From an optimization exercise on the open Yosys and OpenROAD flow, aimed at small area and a short achievable clock period; shortcuts taken in it are not production practice. Only simulation tests tie the RTL to the original design; equivalence was not proved.

## flow/design.v (module list and top-level ports; edited modules follow where they fit)
// module top_module: 1404 lines
// module pid_fa: 4 lines
// module pid_ha: 4 lines
module top_module(
    input [11:0] angleIn,
    input [11:0] setPoint,
    input [7:0] kp,
    input [7:0] ki,
    input [7:0] kd,
    input clk,
    input rst,
    output signed [8:0] dutyCycleOut
    );
  // ...
==> flow/flow/run.sh <==
#!/bin/bash
# Standard layout, with timing repair aimed past the clock period (the SDC is
# unchanged) and ordinary buffers on the ports instead of delay cells.
set -euo pipefail
MARGIN=$(cat flow/margin.txt)
bash standard.sh SETUP_SLACK_MARGIN=$MARGIN \
  BUFFER_PORTS_ARGS="-buffer_cell sky130_fd_sc_hd__buf_2" MATCH_CELL_FOOTPRINT=0 finish > standard_make.log 2>&1
==> flow/flow/margin.txt <==
10.9
==> flow/standard.sh <==
#!/bin/bash
# synth_recipe.tcl (not shown) runs the flow's synth.tcl, then flattens the netlist and writes it again
# the make line also repeats each setting of config.mk as NAME=value (left out here)
make -C /OpenROAD-flow-scripts/flow DESIGN_CONFIG=/design/flow/config.mk WORK_HOME=/design/flow/orfs CLKGATE_MAP_FILE= SYNTH_SCRIPT=/design/flow/synth_recipe.tcl "${@:-finish}"
==> flow/config.mk <==
export PLATFORM = sky130hd
export DESIGN_NAME = top_module
export DESIGN_NICKNAME = top_module
export VERILOG_FILES = /design/flow/design.v
export SDC_FILE = /design/flow/constraint.sdc
export NUM_CORES = 4
export LEC_CHECK = 0
export CAP_MARGIN = 20
export CORE_MARGIN = 2
export CORE_UTILIZATION = 60
export SLEW_MARGIN = 20
export SYNTH_HIERARCHICAL = 1
==> flow/constraint.sdc <==
create_clock -name core_clock -period 16.0 [get_ports {clk}]
set_input_delay 3.2000 -clock core_clock [delete_from_list [all_inputs] [get_ports {clk}]]
set_output_delay 3.2000 -clock core_clock [all_outputs]
set_load 0.01 [all_outputs]
==> flow_metrics.py, run 1 <==
metrics = {
    "finish": {
        "num-nonclk-buffers": 62,
        "postLayoutCoreUtil": 0.650,
        "diodes": 0,
        "num-nonclk-inverters": 95,
        "nClkBuffers": 9,
        "final_common_cell": "nand2_1",
    },
    "route": {
        "firstDrtPassIters": 5,
        "ant_nets": 0,
    },
    "logic_synthesis": {
        "synth_top_cell_by_area": "fa_1",
        "syn_inst": 1229,
        "synth_commonest_cells": "nand2_1 (318), fa_1 (304), inv_1 (95), dfxtp_1 (84), ha_1 (78)",
    },
    "floorplanning": {
        "ioPinCount": 59,
        "die_height_um": 148,
    },
    "worst_setup_path": {
        "crit_start": "kd_r[5]",
        "cp_cell_sequence": "nand2_1, fa_1, fa_1, fa_1, fa_1, fa_1, ha_1, o211ai_1, nand2_1, fa_1, xnor2_1, nor4_1, nand4_1, o21ai_0",
        "r2r_slack_ns": 11.10,
        "r2r_start": "kd_r[5]",
    },
    "timing": {
        "final_hold_viol_count": 0,
    },
    "run_status": {
        "status": "finished clean",
    },
    "global_route": {
        "grt_most_used_layer": "met2",
    },
    "min_path": {
        "holdPathEnd": "pen_r[7]",
    },
}
==> run 2: changes to the inputs <==
==> flow/flow/margin.txt (replaced) <==
11.35
==> run 2 against run 1 <==
Net effect:
- synthesized cell count unchanged
- clock skew about the same
- fmax up 4.8%
- worst hold slack worse by 0.064 ns
- register-to-register slack better by 0.22 ns
- critical path type unchanged
- highest routed layer unchanged
==> flow_metrics.py, run 2 <==
metrics = {
    "run_status": {
        "status": "finished clean",
    },
    "worst_setup_path": {
        "crit_path_end": "pos_r",
        "critical_path_required_ns": 16.29,
        "critPathCaptureType": "flop",
        "critPathMaxFanout": 8,
        "r2r_slack_ns": 11.32,
        "slowest_stage": "fa_1",
        "r2r_cells": 15,
        "crit_start": "kpd_r[1]",
        "cp_cell_sequence": "buf_4, nand2_1, fa_1, fa_1, fa_1, fa_2, fa_1, fa_1, ha_1, fa_1, a31oi_1, nor4_1, nor3_1, o21ai_1, a21oi_1",
        "r2r_start": "kpd_r[1]",
        "critPathArrivalTime_ns": 4.97,
        "crit_path_frequent_cell": "fa_1",
        "critical_path_class": "flop to flop",
        "cpPeakStageDelay_ns": 0.54,
        "reg2reg_to": "pos_r",
        "cp-start-kind": "flop",
    },
    "floorplanning": {
        "dieArea_um2": 21800,
        "coreArea_um2": 20200,
        "ioPinCount": 59,
        "start_util": 0.611,
        "die_w_um": 148,
        "core.rowCount": 52,
        "die_height_um": 148,
    },
    "logic_synthesis": {
        "synth_top_area_frac": 0.492,
        "synth_commonest_cells": "nand2_1 (318), fa_1 (304), inv_1 (95), dfxtp_1 (84), ha_1 (78)",
        "avgSynthCellArea_um2": 10.1,
        "synth_edf_count": 0,
        "yosys_warnings": 7,
        "syn_inst": 1229,
        "synth_top_cell_by_area": "fa_1",
        "synthDistinctLibCells": 43,
        "synth.area.top_cells": "fa_1 (49%), dfxtp_1 (14%), nand2_1 (9.7%), ha_1 (7.9%), inv_1 (2.9%)",
        "ys_ff_latch": 84,
        "syn_nets": 1661,
        "synth_async_sr_flop_share": 0,
        "yosysSeqAreaShare": 0.136,
        "syn_area_um2": 12400,
        "synth.most_common_cell": "nand2_1",
        "ys.flop_type": "dfxtp_1",
    },
    "timing": {
        "slew_headroom": 0.354,
        "final_hold_viol_count": 0,
        "rsz0062_at_grt": "yes",
        "clock.fmax_ghz": 0.214,
        "tightest_slew_ns": 0.967,
        "setup_tns_ns": 0,
        "period_needed_ns": 4.68,
        "slew_viol_final": 0,
        "timing.final.crit_share": 0.292,
        "finalSetupViolCount": 0,
        "skew_ns": 0.0122,
    },
    "route": {
        "vias": 9173,
        "drt-wirelength-per-cell_um": 20.3,
        "firstDrtPassIters": 5,
        "highest_layer": "met4",
        "drt-total-wl_um": 32000,
        "wl_met3_um": 2330,
        "dr_wl_met2_um": 15600,
        "drt-met1-wl_um": 12500,
        "ant_nets": 0,
        "vias_per_cell": 5.82,
        "post-route-drc-count": 0,
        "drtIter0Drc": 557,
    },
    "placed_design": {
        "gp_congestion": 0.860,
        "dp.cells": 1489,
        "port_buffers": 58,
        "placed_cell_area_um2": 12800,
        "dp_hpwl_um": 23800,
    },
    "finish": {
        "stdcell_count": 1575,
        "nFillCells": 1614,
        "sequential_cell_area_um2": 1830,
        "drive_above_1_share": 0.189,
        "area_delta_synth_final_pct": 13.1,
        "fin_area_um2": 14000,
        "postLayoutCoreUtil": 0.691,
        "final_nets": 1732,
        "reg.largest.list": "in_r: 21 flops, e_r: 13 flops, pen_r: 13 flops",
        "final_common_cell": "nand2_1",
        "largest_register_ffs": 21,
        "final_cell_mix": "nand2_1 (317), fa_1 (280), inv_1 (91)",
        "diodes": 0,
        "multi_input_area_um2": 10200,
        "regMostFlops": "in_r",
    },
    "cts": {
        "htreeDepth": 3,
        "cts.sinks": 84,
        "root_buffer": "clkbuf_16",
        "cts_buffers": 9,
        "clk_pin_slew_ns": 0.07,
        "ctsLongestPathBuffers": 2,
        "clk_latency_ns": 0.36,
        "tritoncts": "yes",
    },
    "global_route": {
        "grt_max_degree": 25,
        "grt-ovfl-total": 0,
        "antenna_found_initial": 0,
        "grt_pass1_wl_um": 50700,
        "grt.total_usage": 0.307,
        "grt_pass1_vias": 9753,
    },
    "min_path": {
        "holdCritPathClass": "flop to flop",
    },
    "job": {
        "max-cap-violations": 0,
    },
}
run 2: cell counts after synthesis:
Identical to the previous run, type by type.
run 2: area by class of cell:
cell class | instances | share of cell area
multi-input cells | 979 | 0.733
flip-flops and latches | 84 | 0.131
clock inverters | 6 | 0.00510
repair buffers | 131 | 0.0645
well taps | 270 | 0.0242
clock buffers | 10 | 0.0164
inverters | 95 | 0.0261
run 2: cells by family (layout without fill, tap and decap cells):
group | Yosys count | after routing | synth area share
and+or+nand+nor | 453 | 453 | 0.162
adders and majority gates | 382 | 382 | 0.571
buffers and inverters | 166 | 242 | 0.0506
AOI/OAI and AO/OA | 102 | 102 | 0.0503
DFF | 84 | 84 | 0.136
xor gates and xnor gates | 41 | 41 | 0.0291
muxes | 1 | 1 | 0.000810
run 2: repair_timing:
action                                  in CTS  in global routing
pin swaps                                    0                 12
hold buffers                                 0                  0
buffers inserted                            23                 47
hold endpoints to repair                     0                  0
gates resized for setup                     68                 78
endpoints found under the setup margin      16                 22
run 2: how the worst min path moves through the flow:
| stage | startpoint | end | slack, ns | cells past startpoint |
|---|---|---|---|---|
| CTS | e_r[5] | pen_r[5] | 0.53 | 1 |
| finish | e_r[12] | pen_r[12] | 0.50 | 1 |
| floorplan | e_r[12] | pen_r[12] | 0.42 | 1 |
| global placement | e_r[12] | pen_r[12] | 0.70 | 1 |
| global route | e_r[7] | pen_r[7] | 0.52 | 1 |
| detailed placement | e_r[12] | pen_r[12] | 0.69 | 1 |
run 2: per-stage QoR:
stage / setup slack [ns] / hold WS [ns]
after floorplan: 11.24 / 0.425
after global placement: 10.94 / 0.697
after detailed placement: 10.83 / 0.690
after CTS: 11.34 / 0.527
after global routing: 11.15 / 0.516
final: 11.32 / 0.498
run 2: critical path: cells and delay by family (launching register included):
family	cells	cell delay (ns)
buf+inv	1	0.19
compound gates	3	0.38
fa+ha+maj	8	3.35
flops	1	0.41
simple gates	3	0.28
run 2: per-layer routing:
layer  track usage  vias to the layer above
met5             0                        -
met4         0.140                        0
met3        0.0407                      102
met2         0.516                      434
met1         0.401                     4682
li1              -                     3955
run 2: per-module statistics from Yosys (local to each module, per instance):
module      times used  cells  area, um^2  flip-flops and latches
pid_fa             283      1        20.0                       0
top_module           1    944        6670                      84
pid_ha               2      1        12.5                       0
==> run 3: changes to the inputs <==
--- a/flow/flow/run.sh
+++ b/flow/flow/run.sh
@@ -6,2 +6,2 @@
 bash standard.sh SETUP_SLACK_MARGIN=$MARGIN \
-  BUFFER_PORTS_ARGS="-buffer_cell sky130_fd_sc_hd__buf_2" MATCH_CELL_FOOTPRINT=0 finish > standard_make.log 2>&1
+  BUFFER_PORTS_ARGS="-buffer_cell sky130_fd_sc_hd__buf_2" MATCH_CELL_FOOTPRINT=0 SETUP_MOVE_SEQUENCE=unbuffer,sizeup,swap finish > standard_make.log 2>&1
==> flow/flow/margin.txt (replaced) <==
12
==> run 3 against run 2 <==
Net effect:
- design area decreased by 0.71%
- count of clock-buffer cells in the layout is 1 lower
- clock skew fell by 0.0041 ns
- fmax rose by 0.68%
- still clean
- core utilization down 0.49 points
- wire length decreased by 3.5%
==> flow_metrics.py, run 3 <==
metrics = {
    "route": {
        "post-route-drc-count": 0,
        "vias_per_cell": 5.81,
        "drt-total-wl_um": 30900,
        "vias": 8748,
        "ant_nets": 0,
        "drtIter0Drc": 447,
        "drt-wirelength-per-cell_um": 20.5,
        "firstDrtPassIters": 5,
    },
    "floorplanning": {
        "die_height_um": 148,
        "coreArea_um2": 20200,
        "dieArea_um2": 21800,
        "ioPinCount": 59,
        "die_w_um": 148,
        "core.rowCount": 52,
        "start_util": 0.611,
    },
    "global_route": {
        "grt_pass1_vias": 9794,
        "grt_pass1_wl_um": 51100,
        "grt_max_degree": 24,
        "grt_most_used_layer": "met2",
        "grt-ovfl-total": 0,
        "met3_usage": 0.0522,
        "grt.total_usage": 0.310,
        "use_met2": 0.541,
        "met1_usage": 0.386,
        "antenna_found_initial": 0,
    },
    "job": {
        "max-cap-violations": 0,
    },
    "worst_setup_path": {
        "critical_path_required_ns": 16.28,
        "critPathMaxFanout": 18,
        "cp-start-kind": "flop",
        "critPathArrivalTime_ns": 4.93,
        "critical_path_class": "flop to flop",
        "critPathCaptureType": "flop",
    },
    "cts": {
        "tritoncts": "yes",
        "cts_buffers": 9,
        "htreeDepth": 3,
        "cts.sinks": 84,
        "root_buffer": "clkbuf_16",
        "clk_pin_slew_ns": 0.07,
        "clk_latency_ns": 0.36,
        "post_cts_buffers": 0,
        "ctsLongestPathBuffers": 2,
    },
    "logic_synthesis": {
        "ys_ff_latch": 84,
        "synth_edf_count": 0,
        "synth.most_common_cell": "nand2_1",
        "synth.area.top_cells": "fa_1 (49%), dfxtp_1 (14%), nand2_1 (9.7%), ha_1 (7.9%), inv_1 (2.9%)",
        "synth_commonest_cells": "nand2_1 (318), fa_1 (304), inv_1 (95), dfxtp_1 (84), ha_1 (78)",
        "synth_async_sr_flop_share": 0,
        "yosysSeqAreaShare": 0.136,
        "ys.flop_type": "dfxtp_1",
        "syn_inst": 1229,
        "synth_top_cell_by_area": "fa_1",
        "avgSynthCellArea_um2": 10.1,
        "yosys_warnings": 7,
        "synthDistinctLibCells": 43,
        "syn_nets": 1661,
        "syn_area_um2": 12400,
        "synth_top_area_frac": 0.492,
    },
    "placed_design": {
        "dp_hpwl_um": 24200,
        "gp_congestion": 0.892,
        "port_buffers": 58,
    },
    "timing": {
        "clock.fmax_ghz": 0.215,
        "final_hold_viol_count": 0,
        "skew_ns": 0.00803,
        "slew_headroom": 0.514,
        "period_needed_ns": 4.65,
        "slew_viol_final": 0,
        "tightest_slew_ns": 0.726,
        "timing.final.crit_share": 0.290,
        "finalSetupViolCount": 0,
        "setup_tns_ns": 0,
        "rsz0062_at_grt": "yes",
    },
    "finish": {
        "reg.largest.list": "in_r: 21 flops, e_r: 13 flops, pen_r: 13 flops",
        "largest_register_ffs": 21,
        "final_nets": 1663,
        "final_common_cell": "nand2_1",
        "area_delta_synth_final_pct": 12.3,
        "final_cell_mix": "nand2_1 (284), fa_1 (259), inv_1 (90)",
        "diodes": 0,
        "regMostFlops": "in_r",
        "postLayoutCoreUtil": 0.686,
        "drive_above_1_share": 0.215,
        "nFillCells": 1602,
    },
    "min_path": {
        "holdCritPathClass": "flop to flop",
    },
    "run_status": {
        "status": "finished clean",
    },
}
## run 3: through the flow
| step | setup WS (ns) | hold slack (ns) | instances | instance area (um^2) |
|---|---|---|---|---|
| final | 11.35 | 0.523 | 1506 | 13900 |
| after global routing | 11.13 | 0.543 | 1506 | 13900 |
| after CTS | 11.35 | 0.528 | 1506 | 13600 |
| after detailed placement | 10.91 | 0.540 | 1490 | 12900 |
| after global placement | 10.94 | 0.534 | 1490 | 12900 |
| after floorplan | 11.24 | 0.408 | 1229 | 12800 |
## run 3: final cells by class
type                    count  area (um^2)  area share
well taps                 270          338      0.0243
repair buffers             62          375      0.0270
flip-flops and latches     84         1830       0.132
multi-input cells         979        10700       0.769
clock inverters             7         67.6     0.00487
clock buffers               9          225      0.0162
inverters                  95          367      0.0264
## run 3: kinds of logic after synthesis
kind of cell / count (synthesis) / synth area share
simple gates: 453 / 0.162
fa+ha+maj: 382 / 0.571
buf+inv: 166 / 0.0506
compound gates: 102 / 0.0503
flops: 84 / 0.136
xor+xnor: 41 / 0.0291
mux: 1 / 0.000810
## run 3: worst paths after layout
check	start	end	slack, ns	cells after the start
setup / recovery	e_r[7]	inr_r	11.35	12
hold / removal	e_r[12]	pen_r[12]	0.52	1
setup reg to reg	e_r[7]	inr_r	11.35	12
hold reg to reg	e_r[12]	pen_r[12]	0.52	1
## run 3: per-module statistics from Yosys (local to each module, per instance)
module	flip-flops and latches	area, um^2	times used
top_module	84	6670	1
pid_fa	0	20.0	283
pid_ha	0	12.5	2
## run 3: timing repair
item | CTS | global route
gates cloned | 0 | 0
setup endpoints to repair | 48 | 43
resized for setup | 140 | 67
hold buffers | 0 | 0
endpoints found under the hold margin | 0 | 0
pin swaps | 23 | 25
## run 3: critical path, cell delays in order (launching register included)
cell     delay (ns)
dfxtp_4        0.52
nand2_1        0.12
fa_1           0.47
fa_1           0.44
fa_1           0.51
fa_1           0.44
fa_1           0.51
fa_1           0.42
ha_1           0.20
fa_1           0.49
and4b_1        0.22
nand4_1        0.10
o21ai_1        0.12
## run 3: layer usage
layer	wire (um)	vias up
met5	0	-
met4	1240	0
met3	1810	74
met2	16000	330
met1	11900	4527
li1	-	3817
==> run 4: changes to the inputs <==
==> flow/flow/margin.txt (replaced) <==
11.5
==> run 4 against run 3 <==
Net effect:
- register-to-register slack got worse by 0.02 ns
- sequential share of layout area rose by 0.30 points
- core utilization fell by 1.9 points
- non-clock buffer count fell by 1
- global-route usage fell by 0.37 points
- critical path type unchanged
- fmax fell by 0.47%
- die area did not move
==> flow_metrics.py, run 4 <==
metrics = {
    "worst_setup_path": {
        "crit_start": "e_r[5]",
        "critPathArrivalTime_ns": 4.96,
        "cp-start-kind": "flop",
        "critPathCaptureType": "flop",
        "critPathMaxFanout": 18,
        "critical_path_class": "flop to flop",
        "critical_path_required_ns": 16.29,
        "r2r_start": "e_r[5]",
    },
    "logic_synthesis": {
        "syn_nets": 1661,
        "yosys_warnings": 7,
        "yosysSeqAreaShare": 0.136,
        "synth.area.top_cells": "fa_1 (49%), dfxtp_1 (14%), nand2_1 (9.7%), ha_1 (7.9%), inv_1 (2.9%)",
        "synth_top_cell_by_area": "fa_1",
        "syn_area_um2": 12400,
        "ys_ff_latch": 84,
        "ys.flop_type": "dfxtp_1",
        "avgSynthCellArea_um2": 10.1,
        "synth_commonest_cells": "nand2_1 (318), fa_1 (304), inv_1 (95), dfxtp_1 (84), ha_1 (78)",
        "synth_top_area_frac": 0.492,
        "syn_inst": 1229,
        "synthDistinctLibCells": 43,
        "synth_async_sr_flop_share": 0,
        "synth.most_common_cell": "nand2_1",
        "synth_edf_count": 0,
    },
    "finish": {
        "nFillCells": 1652,
        "drive_above_1_share": 0.155,
        "final_nets": 1662,
        "area_delta_synth_final_pct": 9.20,
        "stdcell_count": 1505,
        "final_cell_mix": "nand2_1 (304), fa_1 (281), inv_1 (92)",
        "diodes": 0,
        "largest_register_ffs": 21,
        "reg.largest.list": "in_r: 21 flops, e_r: 13 flops, pen_r: 13 flops",
        "regMostFlops": "in_r",
        "final_common_cell": "nand2_1",
    },
    "floorplanning": {
        "core.rowCount": 52,
        "die_w_um": 148,
        "start_util": 0.611,
        "ioPinCount": 59,
        "coreArea_um2": 20200,
        "die_height_um": 148,
        "dieArea_um2": 21800,
    },
    "route": {
        "ant_nets": 0,
        "vias": 8727,
        "firstDrtPassIters": 5,
        "vias_per_cell": 5.80,
        "drt-wirelength-per-cell_um": 20.3,
        "drtIter0Drc": 564,
        "drt-total-wl_um": 30500,
        "post-route-drc-count": 0,
    },
    "global_route": {
        "antenna_found_initial": 0,
        "grt_max_degree": 25,
        "grt_pass1_wl_um": 50700,
        "grt-ovfl-total": 0,
        "grt_pass1_vias": 9749,
        "grt.total_usage": 0.307,
    },
    "placed_design": {
        "dp_hpwl_um": 24200,
        "port_buffers": 58,
        "dp.cells": 1489,
        "gp_congestion": 0.862,
    },
    "cts": {
        "cts_buffers": 9,
        "post_cts_buffers": 0,
        "ctsLongestPathBuffers": 2,
        "hold_buffers": 0,
        "root_buffer": "clkbuf_16",
        "cts.sinks": 84,
        "tritoncts": "yes",
        "htreeDepth": 3,
        "clk_pin_slew_ns": 0.07,
        "clk_latency_ns": 0.36,
    },
    "min_path": {
        "holdCritPathClass": "flop to flop",
        "min_from": "e_r[12]",
    },
    "timing": {
        "final_hold_viol_count": 0,
        "slew_viol_final": 0,
        "tightest_slew_ns": 1.03,
        "finalSetupViolCount": 0,
        "setup_tns_ns": 0,
        "timing.final.crit_share": 0.292,
        "clock.fmax_ghz": 0.214,
        "skew_ns": 0.00676,
        "slew_headroom": 0.311,
        "rsz0062_at_grt": "yes",
        "holdWs_ns": 0.543,
        "period_needed_ns": 4.67,
    },
    "job": {
        "max-cap-violations": 0,
    },
    "run_status": {
        "status": "finished clean",
    },
}
run 4: cells by family after synthesis:
logic type	Yosys count	synth area share
flip-flops	84	0.136
adder cells (fa/ha/maj)	382	0.571
buffers and inverters	166	0.0506
multiplexers	1	0.000810
AO/OA/AOI/OAI	102	0.0503
XOR/XNOR	41	0.0291
AND/OR/NAND/NOR	453	0.162
run 4: metal layers:
layer  up-vias  GRT usage  share of wire
met2       319      0.531           0.51
met5         -          0              0
li1       3817          -              -
met4         0      0.146          0.047
met1      4512      0.385           0.40
met3        79     0.0386          0.045
run 4: worst max-delay path: stages, from the launching register on:
cell	delay, ns
dfxtp_4	0.54
nand2_4	0.07
fa_1	0.56
fa_1	0.44
fa_2	0.59
fa_1	0.45
fa_1	0.58
ha_4	0.22
o211ai_1	0.10
nand2_1	0.10
fa_2	0.34
xnor2_1	0.15
nor4_2	0.25
nand4_1	0.10
o21ai_1	0.12
run 4: cell type report:
cell class / instances / area (um^2) / share of cell area
tap: 270 / 338 / 0.0250
sequential: 84 / 1820 / 0.135
multi-input combinational: 979 / 10300 / 0.766
clock buffer: 9 / 225 / 0.0167
inverter: 95 / 364 / 0.0270
timing repair buffer: 61 / 345 / 0.0256
clock inverter: 7 / 71.3 / 0.00528
run 4: per-module statistics from Yosys, one instance, submodules excluded:
module      cells  flops+latches
top_module    944             84
pid_fa          1              0
pid_ha          1              0
run 4: repair_timing:
item | in CTS | in global routing
pin swaps | 12 | 19
gates cloned | 0 | 0
endpoints found under the setup margin | 30 | 22
resized for setup | 100 | 49
run 4: stage by stage:
step / instance area (um^2) / setup WS (ns) / util
2_1_floorplan: 12500 / 11.24 / -
3_3_place_gp: 12800 / 10.93 / 0.632
3_5_place_dp: 12800 / 10.88 / 0.632
4_1_cts: 13300 / 11.35 / 0.658
5_1_grt: 13500 / 11.13 / 0.667
6_report: 13500 / 11.33 / 0.667
run 4: path summary, 6_finish.rpt:
path / end / slack (ns) / cells after the start
min reg2reg: pen_r[12] / 0.54 / 1
min: pen_r[12] / 0.54 / 1
max reg2reg: inr_r / 11.33 / 14
max: inr_r / 11.33 / 14
==> run 5: changes to the inputs <==
--- a/flow/config.mk
+++ b/flow/config.mk
@@ -9,3 +9,3 @@
 export CORE_MARGIN = 2
-export CORE_UTILIZATION = 60
+export CORE_UTILIZATION = 75
 export SLEW_MARGIN = 20
==> run 5 against run 4 <==
Net effect:
- core utilization grew 18 points
- sequential share of layout area shrank 0.073 points
- fmax shrank 1.6%
- non-clock buffer count grew 1
==> flow_metrics.py, run 5 <==
metrics = {
    "logic_synthesis": {
        "yosys_warnings": 7,
        "avgSynthCellArea_um2": 10.1,
        "yosysSeqAreaShare": 0.136,
        "syn_nets": 1661,
        "synth.area.top_cells": "fa_1 (49%), dfxtp_1 (14%), nand2_1 (9.7%), ha_1 (7.9%), inv_1 (2.9%)",
        "syn_inst": 1229,
        "synth_edf_count": 0,
        "synth_top_cell_by_area": "fa_1",
        "syn_area_um2": 12400,
        "synth_commonest_cells": "nand2_1 (318), fa_1 (304), inv_1 (95), dfxtp_1 (84), ha_1 (78)",
        "synth.most_common_cell": "nand2_1",
        "ys_ff_latch": 84,
        "synth_async_sr_flop_share": 0,
        "synth_top_area_frac": 0.492,
        "synthDistinctLibCells": 43,
        "ys.flop_type": "dfxtp_1",
    },
    "floorplanning": {
        "core.rowCount": 46,
        "start_util": 0.772,
        "coreArea_um2": 16000,
        "die_w_um": 132,
        "ioPinCount": 59,
        "dieArea_um2": 17500,
        "die_height_um": 132,
    },
    "worst_setup_path": {
        "critPathCaptureType": "flop",
        "cp-start-kind": "flop",
        "critical_path_required_ns": 16.28,
        "r2r_start": "e_r[2]",
        "critical_path_class": "flop to flop",
        "crit_start": "e_r[2]",
        "critPathMaxFanout": 18,
        "critPathArrivalTime_ns": 5.03,
    },
    "cts": {
        "root_buffer": "clkbuf_16",
        "ctsLongestPathBuffers": 2,
        "clk_pin_slew_ns": 0.06,
        "htreeDepth": 3,
        "hold_buffers": 0,
        "post_cts_buffers": 0,
        "tritoncts": "yes",
        "cts.sinks": 84,
        "cts_buffers": 9,
        "clk_latency_ns": 0.35,
    },
    "timing": {
        "finalSetupViolCount": 0,
        "final_hold_viol_count": 0,
        "rsz0062_at_grt": "yes",
        "slew_viol_final": 0,
        "slew_headroom": 0.229,
        "period_needed_ns": 4.74,
        "timing.final.crit_share": 0.296,
        "setup_tns_ns": 0,
        "tightest_slew_ns": 1.15,
        "skew_ns": 0.00696,
        "clock.fmax_ghz": 0.211,
    },
    "finish": {
        "final_common_cell": "nand2_1",
        "final_nets": 1663,
        "sequential_cell_area_um2": 1820,
        "multi_input_area_um2": 10400,
        "final_cell_mix": "nand2_1 (291), fa_1 (271), inv_1 (91)",
        "largest_register_ffs": 21,
        "reg.largest.list": "in_r: 21 flops, e_r: 13 flops, pen_r: 13 flops",
        "area_delta_synth_final_pct": 9.87,
        "regMostFlops": "in_r",
        "diodes": 0,
        "drive_above_1_share": 0.176,
        "nFillCells": 910,
    },
    "route": {
        "vias_per_cell": 6.34,
        "ant_nets": 0,
        "drt-met1-wl_um": 11100,
        "drtIter0Drc": 851,
        "post-route-drc-count": 0,
        "vias": 9198,
        "drt-total-wl_um": 31000,
        "dr_wl_met2_um": 15900,
        "wl_met3_um": 2440,
        "highest_layer": "met4",
        "drt-wirelength-per-cell_um": 21.4,
        "firstDrtPassIters": 5,
    },
    "run_status": {
        "status": "finished clean",
    },
    "min_path": {
        "min_from": "e_r[12]",
        "holdCritPathClass": "flop to flop",
    },
    "global_route": {
        "grt_max_degree": 25,
        "grt_pass1_wl_um": 50300,
        "grt-ovfl-total": 0,
        "antenna_found_initial": 0,
        "grt.total_usage": 0.375,
        "grt_pass1_vias": 10100,
    },
    "placed_design": {
        "port_buffers": 58,
        "gp_congestion": 0.883,
        "dp_hpwl_um": 23000,
    },
    "job": {
        "max-cap-violations": 0,
    },
}
==> run 5: timing repair <==
item	in CTS	in global routing
resized for setup	116	72
pin swaps	13	28
endpoints found under the setup margin	29	30
gates cloned	0	0
==> run 5: Yosys stat by module, one instance, submodules excluded <==
module / flip-flops and latches / copies in the design
top_module: 84 / 1
pid_fa: 0 / 283
pid_ha: 0 / 2
==> run 5: cell families (layout without fill, tap and decap cells) <==
group / Yosys count / in the layout / synth area share
xor gates and xnor gates: 41 / 41 / 0.0291
and+or+nand+nor: 453 / 453 / 0.162
AOI/OAI and AO/OA: 102 / 102 / 0.0503
DFF: 84 / 84 / 0.136
adders and majority gates: 382 / 382 / 0.571
buffers and inverters: 166 / 172 / 0.0506
muxes: 1 / 1 / 0.000810
==> run 5: final cells by class <==
class                   count  share of cell area
clock buffers              11              0.0171
clock inverters             4             0.00728
inverters                  95              0.0268
multi-input cells         979               0.769
flip-flops and latches     84               0.134
well taps                 216              0.0199
repair buffers             62              0.0263
==> run 5: critical path, stage by stage (launching register included) <==
cell	delay (ns)
dfxtp_4	0.52
nand2_1	0.15
fa_2	0.42
fa_1	0.58
fa_1	0.46
fa_1	0.54
fa_1	0.45
ha_1	0.33
o211ai_1	0.12
nand2_1	0.11
fa_1	0.39
xnor2_1	0.15
nor4_1	0.21
nand4_1	0.13
o21ai_1	0.13
==> run 5: worst paths after layout <==
path / to / slack (ns) / cells past startpoint
max: inr_r / 11.26 / 14
min: pen_r[12] / 0.53 / 1
max reg2reg: inr_r / 11.26 / 14
min reg2reg: pen_r[12] / 0.53 / 1
==> run 5: layer usage <==
metal | vias up | global-route usage
li1 | 3812 | -
met1 | 4683 | 0.461
met2 | 579 | 0.642
met3 | 124 | 0.0669
met4 | 0 | 0.195
met5 | - | 0
==> run 5: stage by stage <==
stage               area (um^2)  setup WS (ns)  utilization  hold slack [ns]  std cells
global placement          12700          10.93        0.795            0.622       1436
finish                    13600          11.26        0.849            0.529       1451
floorplan                 12500          11.24            -            0.425       1229
CTS                       13300          11.31        0.834            0.530       1451
global route              13600          11.02        0.849            0.545       1451
detailed placement        12700          10.86        0.795            0.622       1436
==> run 6: changes to the inputs <==
==> flow/flow/run.sh (replaced) <==
#!/bin/bash
# Standard layout, with timing repair aimed past the clock period (the SDC is
# unchanged) and ordinary buffers on the ports instead of delay cells.
set -euo pipefail
MARGIN=$(cat flow/margin.txt)
bash standard.sh SETUP_SLACK_MARGIN=$MARGIN \
  BUFFER_PORTS_ARGS="-buffer_cell sky130_fd_sc_hd__buf_1" MATCH_CELL_FOOTPRINT=0 SETUP_MOVE_SEQUENCE=unbuffer,sizeup,swap finish > standard_make.log 2>&1
--- a/flow/config.mk
+++ b/flow/config.mk
@@ -9,3 +9,4 @@
 export CORE_MARGIN = 2
-export CORE_UTILIZATION = 75
+export CORE_UTILIZATION = 60
+export CTS_BUF_LIST = sky130_fd_sc_hd__clkbuf_8
 export SLEW_MARGIN = 20
==> run 6 against run 5 <==
Net effect:
- still clean
- flip-flop and latch count unchanged
- setup slack improved by 0.061 ns
- global-route usage down 7.8 points
- via count is 6.5% lower
- wire length is 3.7% lower
- register-to-register slack better by 0.06 ns
- count of clock-buffer cells in the layout down 2
- design area shrank 0.63%
- non-clock buffer count is the same
- clock skew up 0.0027 ns
- critical endpoint unchanged
==> flow_metrics.py, run 6 <==
metrics = {
    "floorplanning": {
        "core.rowCount": 52,
        "die_w_um": 148,
        "die_height_um": 148,
        "start_util": 0.611,
        "coreArea_um2": 20200,
        "dieArea_um2": 21800,
        "ioPinCount": 59,
    },
    "logic_synthesis": {
        "synth.area.top_cells": "fa_1 (49%), dfxtp_1 (14%), nand2_1 (9.7%), ha_1 (7.9%), inv_1 (2.9%)",
        "avgSynthCellArea_um2": 10.1,
        "synth_commonest_cells": "nand2_1 (318), fa_1 (304), inv_1 (95), dfxtp_1 (84), ha_1 (78)",
        "synth_top_area_frac": 0.492,
        "synth.most_common_cell": "nand2_1",
        "synth_top_cell_by_area": "fa_1",
        "synth_top_family_by_area": "adder cells",
        "synth_edf_count": 0,
        "synth_compound_area_frac": 0.0503,
        "synth-xor-area-share": 0.0291,
        "synthDistinctLibCells": 43,
        "yosysSeqAreaShare": 0.136,
        "muxShareOfSynthArea": 0.000810,
        "syn_nets": 1661,
        "syn_area_um2": 12400,
        "synth_adder_area_share": 0.571,
        "synth_async_sr_flop_share": 0,
        "yosys.area_share.simple": 0.162,
        "ys.flop_type": "dfxtp_1",
        "ys_ff_latch": 84,
        "syn_inst": 1229,
        "yosys_warnings": 7,
    },
    "timing": {
        "final_hold_viol_count": 0,
        "timing.final.crit_share": 0.293,
        "clock.fmax_ghz": 0.214,
        "slew_viol_final": 0,
        "period_needed_ns": 4.68,
        "holdWs_ns": 0.530,
        "setup_tns_ns": 0,
        "skew_ns": 0.00961,
        "tightest_slew_ns": 1.06,
        "slew_headroom": 0.291,
        "rsz0062_at_grt": "yes",
        "finalSetupViolCount": 0,
        "fin_ws_ns": 11.32,
    },
    "cts": {
        "post_cts_buffers": 0,
        "cts.sinks": 84,
        "cts_buffers": 9,
        "clk_latency_ns": 0.39,
        "htreeDepth": 3,
        "clk_pin_slew_ns": 0.10,
        "tritoncts": "yes",
        "root_buffer": "clkbuf_8",
        "ctsLongestPathBuffers": 2,
    },
    "global_route": {
        "antenna_found_initial": 0,
        "grt.total_usage": 0.298,
        "grt_pass1_vias": 9402,
        "grt_max_degree": 24,
        "grt_pass1_wl_um": 49400,
        "grt-ovfl-total": 0,
    },
    "finish": {
        "area_delta_synth_final_pct": 9.18,
        "final_nets": 1663,
        "final_cell_mix": "nand2_1 (280), fa_1 (270), inv_1 (92)",
        "drive_above_1_share": 0.145,
        "diodes": 0,
        "largest_register_ffs": 21,
        "postLayoutCoreUtil": 0.667,
        "nFillCells": 1647,
        "final_common_cell": "nand2_1",
        "regMostFlops": "in_r",
        "multi_input_area_um2": 10500,
        "reg.largest.list": "in_r: 21 flops, e_r: 13 flops, pen_r: 13 flops",
        "sequential_cell_area_um2": 1810,
    },
    "worst_setup_path": {
        "r2r_slack_ns": 11.32,
        "critPathMaxFanout": 18,
        "cp_cell_sequence": "nand2_2, fa_1, fa_1, fa_1, fa_1, fa_1, ha_1, o211ai_1, nand2_1, fa_1, xnor2_1, nor4_2, nand4_1, o21ai_1",
        "r2r_cells": 14,
        "reg2reg_to": "inr_r",
        "critPathArrivalTime_ns": 5.01,
        "slowest_stage": "fa_1",
        "critical_path_required_ns": 16.32,
        "critical_path_class": "flop to flop",
        "crit_path_frequent_cell": "fa_1",
        "cp-start-kind": "flop",
        "r2r_start": "e_r[5]",
        "cpPeakStageDelay_ns": 0.59,
        "crit_start": "e_r[5]",
        "critPathCaptureType": "flop",
    },
    "placed_design": {
        "dp_hpwl_um": 23500,
        "port_buffers": 58,
        "gp_congestion": 0.891,
        "dp_slack_ns": 10.81,
    },
    "min_path": {
        "holdPathEnd": "pen_r[12]",
        "holdCritPathClass": "flop to flop",
        "min_path_cells": 1,
        "min_from": "e_r[12]",
    },
    "route": {
        "firstDrtPassIters": 5,
        "drt-wirelength-per-cell_um": 19.9,
        "vias_per_cell": 5.71,
        "drt-total-wl_um": 29900,
        "drtIter0Drc": 575,
        "post-route-drc-count": 0,
        "vias": 8596,
        "ant_nets": 0,
    },
    "job": {
        "max-cap-violations": 0,
    },
    "run_status": {
        "status": "finished clean",
    },
}
-- run 6: cell counts after synthesis --
Identical to the previous run, type by type.
-- run 6: worst max-delay path by stage --
stage          endpoint  slack [ns]  cells after the start
2_1_floorplan    e_r[8]       11.24                      9
3_3_place_gp     e_r[8]       10.85                     10
3_5_place_dp     e_r[8]       10.81                     10
4_1_cts           inr_r       11.26                     14
5_1_grt           inr_r       11.16                     14
6_report          inr_r       11.32                     14
-- run 6: cells by family (layout without fill, tap and decap cells) --
kind of cell	Yosys count	in the layout
compound gates	102	102
xor+xnor	41	41
fa+ha+maj	382	382
buf+inv	166	173
flops	84	84
mux	1	1
simple gates	453	453
-- run 6: layer usage --
metal	routed length (um)	up-vias	GRT usage
li1	-	3810	-
met5	0	-	0
met4	1000	0	0.109
met2	15200	271	0.510
met1	12400	4461	0.394
met3	1300	54	0.0370
-- run 6: worst max-delay path, delay by kind of cell (launching register included) --
kind                       cells  cell delay, ns
adders and majority gates      7            3.17
xor gates and xnor gates       1            0.16
and+or+nand+nor                4            0.46
DFF                            1            0.55
AOI/OAI and AO/OA              2            0.28
-- run 6: per-stage QoR --
step	cells	cell area [um^2]
global placement	1490	12700
CTS	1506	13200
global route	1506	13500
detailed placement	1490	12700
floorplan	1229	12500
finish	1506	13500
-- run 6: final cells by class --
class,count,share of cell area
inverter,95,0.0270
clock inverter,7,0.00732
sequential,84,0.134
clock buffer,9,0.00918
timing repair buffer,62,0.0218
tap,270,0.0250
multi-input combinational,979,0.776
-- run 6: Yosys stat by module, one instance, submodules excluded --
module / copies in the design / flops+latches / cells inside
top_module: 1 / 84 / 944
pid_ha: 2 / 0 / 1
pid_fa: 283 / 0 / 1
-- run 6: repair_timing --
action	4_1_cts	5_1_grt
pin swaps	8	26
endpoints found under the setup margin	31	30
hold buffers	0	0
hold endpoints to repair	0	0
resized for setup	96	106
==> run 7: changes to the inputs <==
==> flow/flow/margin.txt (replaced) <==
11.3
==> run 7 against run 6 <==
Net effect:
- core utilization fell by 1.7 points
- highest routed layer unchanged
- sequential share of layout area increased by 0.29 points
- count of clock-buffer cells in the layout stayed put
- synthesized cell count stayed put
- still clean on timing, DRC and antenna
- design area is 2.5% lower
- first-iteration DRC count is 0.87% lower
- final cell count hardly changed
==> flow_metrics.py, run 7 <==
metrics = {
    "run_status": {
        "status": "finished clean",
    },
    "finish": {
        "largest_register_ffs": 21,
        "fin_area_um2": 13200,
        "area_delta_synth_final_pct": 6.40,
        "final_nets": 1664,
        "nFillCells": 1695,
        "final_common_cell": "nand2_1",
        "regMostFlops": "in_r",
        "drive_above_1_share": 0.0825,
        "diodes": 0,
        "reg.largest.list": "in_r: 21 flops, e_r: 13 flops, pen_r: 13 flops",
        "final_cell_mix": "nand2_1 (310), fa_1 (292), inv_1 (93)",
    },
    "worst_setup_path": {
        "cp-start-kind": "flop",
        "critical_path_class": "flop to flop",
        "critical_path_required_ns": 16.34,
        "r2r_cells": 14,
        "critPathMaxFanout": 18,
        "critPathCaptureType": "flop",
        "critPathArrivalTime_ns": 5.05,
    },
    "global_route": {
        "grt_max_degree": 25,
        "met1_usage": 0.381,
        "antenna_found_initial": 0,
        "grt-ovfl-total": 0,
        "use_met2": 0.513,
        "grt_pass1_vias": 9504,
        "met3_usage": 0.0451,
        "grt_pass1_wl_um": 48900,
        "grt.total_usage": 0.296,
        "grt_most_used_layer": "met2",
    },
    "timing": {
        "finalSetupViolCount": 0,
        "rsz0062_at_grt": "yes",
        "skew_ns": 0.0133,
        "final_hold_viol_count": 0,
        "slew_headroom": 0.271,
        "tightest_slew_ns": 1.09,
        "slew_viol_final": 0,
        "holdWs_ns": 0.527,
        "clock.fmax_ghz": 0.212,
        "setup_tns_ns": 0,
        "period_needed_ns": 4.71,
        "timing.final.crit_share": 0.295,
    },
    "logic_synthesis": {
        "yosysSeqAreaShare": 0.136,
        "synth.area.top_cells": "fa_1 (49%), dfxtp_1 (14%), nand2_1 (9.7%), ha_1 (7.9%), inv_1 (2.9%)",
        "synthDistinctLibCells": 43,
        "synth_top_cell_by_area": "fa_1",
        "syn_inst": 1229,
        "avgSynthCellArea_um2": 10.1,
        "synth.most_common_cell": "nand2_1",
        "synth_top_area_frac": 0.492,
        "yosys_warnings": 7,
        "ys.flop_type": "dfxtp_1",
        "synth_async_sr_flop_share": 0,
        "ys_ff_latch": 84,
        "syn_nets": 1661,
        "synth_edf_count": 0,
        "syn_area_um2": 12400,
        "synth_commonest_cells": "nand2_1 (318), fa_1 (304), inv_1 (95), dfxtp_1 (84), ha_1 (78)",
    },
    "route": {
        "vias": 8692,
        "drt-total-wl_um": 29700,
        "ant_nets": 0,
        "firstDrtPassIters": 5,
        "drtIter0Drc": 570,
        "drt-wirelength-per-cell_um": 19.7,
        "post-route-drc-count": 0,
        "vias_per_cell": 5.77,
    },
    "placed_design": {
        "gp_congestion": 0.872,
        "placed_cell_area_um2": 12700,
        "dp_hpwl_um": 23500,
        "port_buffers": 58,
    },
    "floorplanning": {
        "ioPinCount": 59,
        "die_height_um": 148,
        "start_util": 0.611,
        "coreArea_um2": 20200,
        "dieArea_um2": 21800,
        "core.rowCount": 52,
        "die_w_um": 148,
    },
    "cts": {
        "ctsLongestPathBuffers": 2,
        "clk_latency_ns": 0.41,
        "cts_buffers": 9,
        "clk_pin_slew_ns": 0.11,
        "htreeDepth": 3,
        "tritoncts": "yes",
        "cts.sinks": 84,
        "root_buffer": "clkbuf_8",
    },
    "min_path": {
        "min_path_cells": 1,
        "holdCritPathClass": "flop to flop",
    },
    "job": {
        "max-cap-violations": 0,
    },
}
[run 7: cell count changes in the layout (fill, tap and decap cells not counted), sizes merged]
cell / before / now
clkinvlp: 0 / 2
buf: 61 / 62
clkinv: 3 / 1
inv: 97 / 99
bufinv: 2 / 0
[run 7: stage by stage]
stage | instances | util | setup WS (ns)
2_1_floorplan | 1229 | - | 11.24
3_3_place_gp | 1491 | 0.628 | 10.92
3_5_place_dp | 1491 | 0.628 | 10.79
4_1_cts | 1507 | 0.645 | 11.27
5_1_grt | 1507 | 0.650 | 11.05
6_report | 1507 | 0.650 | 11.29
[run 7: logic make-up (layout without fill, tap and decap cells)]
kind of cell    Yosys count  count (layout)  synth area share
mux                       1               1          0.000810
simple gates            453             453             0.162
buf+inv                 166             174            0.0506
compound gates          102             102            0.0503
xor+xnor                 41              41            0.0291
fa+ha+maj               382             382             0.571
flops                    84              84             0.136
[run 7: Yosys stat by module (local to each module, per instance)]
module,area (um^2),cells inside,times used
pid_ha,12.5,1,2
pid_fa,20.0,1,283
top_module,6670,944,1
[run 7: routing by layer]
metal | vias to the layer above | wire length (um)
li1 | 3817 | -
met1 | 4482 | 12000
met2 | 325 | 15200
met3 | 68 | 1560
met4 | 0 | 959
met5 | - | 0
[run 7: layout make-up]
type                       instances  area, um^2  area share
clock buffer                       9         124     0.00942
clock inverter                     7        66.3     0.00504
inverter                          95         364      0.0277
multi-input combinational        979       10200       0.774
sequential                        84        1800       0.137
tap                              270         338      0.0257
timing repair buffer              63         282      0.0214
[run 7: critical path: stages (launching register included)]
cell and delay [ns]:
dfxtp_4 0.54, nand2_1 0.13, fa_1 0.47, fa_1 0.53, fa_1 0.45, fa_1 0.45, fa_1 0.51, fa_1 0.41
ha_1 0.20, fa_1 0.36, a31oi_1 0.15, nor4_1 0.06, nor3_1 0.13, o21ai_0 0.11, a21oi_1 0.15
[run 7: repair_timing]
item | in CTS | in global routing
buffers inserted | 0 | 0
hold buffers | 0 | 0
pin swaps | 3 | 1
gates resized for setup | 74 | 31
endpoints found under the setup margin | 20 | 14
[run 7: path summary, 6_finish.rpt]
path	start	slack (ns)	to
worst max register to register	e_r[7]	11.29	pos_r
worst min-delay path	e_r[12]	0.53	pen_r[12]
worst max-delay path	e_r[7]	11.29	pos_r
worst min register to register	e_r[12]	0.53	pen_r[12]
==> run 8: changes to the inputs <==
==> flow/flow/margin.txt (replaced) <==
11.7
==> run 8 against run 7 <==
Net effect:
- first-iteration DRC count fell by 14%
- design area is 3.5% higher
- fmax grew 0.36%
- critical path depth unchanged
- final cell count decreased by 0.20%
- count of clock-buffer cells in the layout grew 2
- wire length rose by 2.8%
- clock skew hardly changed
- global-route usage increased by 0.93 points
- critical path type unchanged
- critical endpoint unchanged
==> flow_metrics.py, run 8 <==
metrics = {
    "floorplanning": {
        "die_w_um": 148,
        "core.rowCount": 52,
        "dieArea_um2": 21800,
        "die_height_um": 148,
        "ioPinCount": 59,
        "start_util": 0.611,
        "coreArea_um2": 20200,
    },
    "logic_synthesis": {
        "yosys_warnings": 7,
        "synth_top_cell_by_area": "fa_1",
        "synth_commonest_cells": "nand2_1 (318), fa_1 (304), inv_1 (95), dfxtp_1 (84), ha_1 (78)",
        "synth_edf_count": 0,
        "synth_async_sr_flop_share": 0,
        "synth_top_area_frac": 0.492,
        "avgSynthCellArea_um2": 10.1,
        "syn_inst": 1229,
        "syn_nets": 1661,
        "yosysSeqAreaShare": 0.136,
        "syn_area_um2": 12400,
        "synthDistinctLibCells": 43,
        "synth.area.top_cells": "fa_1 (49%), dfxtp_1 (14%), nand2_1 (9.7%), ha_1 (7.9%), inv_1 (2.9%)",
        "ys_ff_latch": 84,
        "synth.most_common_cell": "nand2_1",
        "ys.flop_type": "dfxtp_1",
    },
    "worst_setup_path": {
        "cpPeakStageDelay_ns": 0.58,
        "critical_path_class": "flop to flop",
        "critPathArrivalTime_ns": 5.02,
        "slowest_stage": "fa_1",
        "cp_cell_sequence": "nand2_1, fa_1, fa_2, fa_1, fa_2, fa_1, fa_1, ha_2, fa_1, a31oi_2, nor4_2, nor3_1, o21ai_1, a21oi_1",
        "worst-path-buf-inv": 0,
        "crit_family": "adder cells",
        "critical_path_required_ns": 16.32,
        "critPathMaxFanout": 18,
        "crit_start": "e_r[8]",
        "reg2reg_to": "pos_r",
        "crit_path_frequent_cell": "fa_1",
        "r2r_slack_ns": 11.30,
        "critPathCaptureType": "flop",
        "r2r_cells": 14,
        "cp-start-kind": "flop",
        "r2r_start": "e_r[8]",
    },
    "route": {
        "drt-total-wl_um": 30600,
        "firstDrtPassIters": 5,
        "drt-wirelength-per-cell_um": 20.3,
        "ant_nets": 0,
        "vias": 8736,
        "post-route-drc-count": 0,
        "vias_per_cell": 5.81,
        "drtIter0Drc": 490,
    },
    "finish": {
        "multi_input_area_um2": 10600,
        "area_delta_synth_final_pct": 10.1,
        "final_common_cell": "nand2_1",
        "final_nets": 1662,
        "sequential_cell_area_um2": 1820,
        "diodes": 0,
        "largest_register_ffs": 21,
        "final_cell_mix": "nand2_1 (291), fa_1 (266), inv_1 (91)",
        "regMostFlops": "in_r",
        "postLayoutCoreUtil": 0.673,
        "nFillCells": 1670,
        "reg.largest.list": "in_r: 21 flops, e_r: 13 flops, pen_r: 13 flops",
        "drive_above_1_share": 0.154,
    },
    "global_route": {
        "antenna_found_initial": 0,
        "grt.total_usage": 0.305,
        "grt_pass1_vias": 9838,
        "met1_usage": 0.390,
        "grt_most_used_layer": "met2",
        "use_met2": 0.536,
        "grt_pass1_wl_um": 50300,
        "met3_usage": 0.0435,
        "grt_max_degree": 25,
        "grt-ovfl-total": 0,
    },
    "min_path": {
        "holdCritPathClass": "flop to flop",
        "min_from": "e_r[12]",
        "holdPathEnd": "pen_r[12]",
        "min_path_cells": 1,
    },
    "timing": {
        "skew_ns": 0.0133,
        "slew_headroom": 0.199,
        "finalSetupViolCount": 0,
        "timing.final.crit_share": 0.294,
        "clock.fmax_ghz": 0.213,
        "setup_tns_ns": 0,
        "slew_viol_final": 0,
        "rsz0062_at_grt": "yes",
        "tightest_slew_ns": 1.20,
        "period_needed_ns": 4.70,
        "final_hold_viol_count": 0,
    },
    "run_status": {
        "status": "finished clean",
    },
    "cts": {
        "ctsLongestPathBuffers": 2,
        "tritoncts": "yes",
        "htreeDepth": 3,
        "root_buffer": "clkbuf_8",
        "cts_buffers": 9,
        "post_cts_buffers": 0,
        "cts.sinks": 84,
        "clk_latency_ns": 0.38,
        "clk_pin_slew_ns": 0.09,
    },
    "placed_design": {
        "dp_hpwl_um": 23700,
        "port_buffers": 58,
        "gp_congestion": 0.917,
    },
    "job": {
        "max-cap-violations": 0,
    },
}
==> run 8: cell counts after synthesis <==
Identical to the previous run, type by type.
==> run 8: per-module statistics from Yosys, one instance, submodules excluded <==
module      flops+latches  area, um^2  cells
pid_ha                  0        12.5      1
pid_fa                  0        20.0      1
top_module             84        6670    944
==> run 8: logic make-up after synthesis <==
| family | synth area share |
|---|---|
| compound gates | 0.0503 |
| xor+xnor | 0.0291 |
| fa+ha+maj | 0.571 |
| buf+inv | 0.0506 |
| flops | 0.136 |
| mux | 0.000810 |
| simple gates | 0.162 |
==> run 8: per-stage QoR <==
stage	instance area, um^2	setup slack (ns)	std cells	hold slack, ns
6_report	13600	11.30	1504	0.536
5_1_grt	13600	11.08	1504	0.576
4_1_cts	13300	11.32	1504	0.532
3_5_place_dp	12800	10.83	1489	0.545
3_3_place_gp	12800	10.85	1489	0.537
2_1_floorplan	12600	11.24	1229	0.408
==> run 8: worst reg2reg max path, stage by stage (launching register included) <==
cell and delay, ns:
dfxtp_4 0.54, nand2_1 0.15, fa_1 0.58, fa_2 0.46
fa_1 0.49, fa_2 0.38, fa_1 0.51, fa_1 0.42
ha_2 0.19, fa_1 0.37, a31oi_2 0.15, nor4_2 0.05
nor3_1 0.17, o21ai_1 0.08, a21oi_1 0.10
==> run 8: how the worst max path moves through the flow <==
| stage | to | slack, ns | cells after the start |
|---|---|---|---|
| after floorplan | e_r[8] | 11.24 | 9 |
| after global placement | e_r[8] | 10.85 | 10 |
| after detailed placement | e_r[8] | 10.83 | 10 |
| after CTS | inr_r | 11.32 | 14 |
| after global routing | pos_r | 11.08 | 14 |
| final | pos_r | 11.30 | 14 |
==> run 8: what timing repair did <==
action | CTS | global route
resized for setup | 133 | 69
pin swaps | 22 | 34
endpoints found under the hold margin | 0 | 0
hold buffers | 0 | 0
endpoints found under the setup margin | 40 | 36
==> run 8: area by class of cell <==
cell class,instances,area share
Inverter,95,0.0267
Clock buffer,11,0.0111
Timing Repair Buffer,61,0.0209
Tap cell,270,0.0248
Sequential cell,84,0.134
Clock inverter,4,0.00414
Multi-Input combinational cell,979,0.779
==> run 8: routing by layer <==
layer	share of wire	vias up
met5	0	-
met4	0.029	0
met3	0.062	57
met2	0.52	331
met1	0.39	4530
li1	-	3818

## what the ideal ports hide
How much do the figures lean on ideal ports? The routed layouts below were timed once more, with nothing changed but the port constraints. Step 1 (the two cells are an assumption about what drives the block):
set clk [get_ports {clk}]
set_driving_cell -lib_cell sky130_fd_sc_hd__clkbuf_16 $clk
set_driving_cell -lib_cell sky130_fd_sc_hd__buf_2 [delete_from_list [all_inputs] $clk]
Step 2 moves the port delays by t, midway between the first and last clock arrival at a register: inputs arrive t later, outputs are due t later. That takes back most of the time a late clock gives input paths. Three values: ideal, step 1, step 2; two values: the first two.
run	t (ns)	setup slack, ns	hold slack, ns	clock arrival spread, ns
run 1	0.401	11.099 / 11.099 / 10.755	0.561 / 0.561 / 0.561	0.013 / 0.013
run 2	0.399	11.323 / 11.323 / 10.959	0.498 / 0.498 / 0.498	0.012 / 0.012
run 3	0.398	11.355 / 11.355 / 10.988	0.523 / 0.523 / 0.523	0.008 / 0.008
run 4	0.403	11.332 / 11.332 / 10.975	0.543 / 0.543 / 0.543	0.007 / 0.007
run 5	0.391	11.258 / 11.258 / 10.949	0.529 / 0.529 / 0.529	0.009 / 0.009
run 6	0.423	11.319 / 11.319 / 11.020	0.530 / 0.530 / 0.530	0.009 / 0.009
run 7	0.446	11.285 / 11.285 / 10.974	0.527 / 0.527 / 0.527	0.015 / 0.015
run 8	0.421	11.302 / 11.302 / 11.022	0.536 / 0.536 / 0.536	0.013 / 0.013
After both steps setup and hold are still met in every run listed. The setup slack of run 3, which loses most, moves by 0.000 ns with the drivers and by -0.367 ns with both steps.
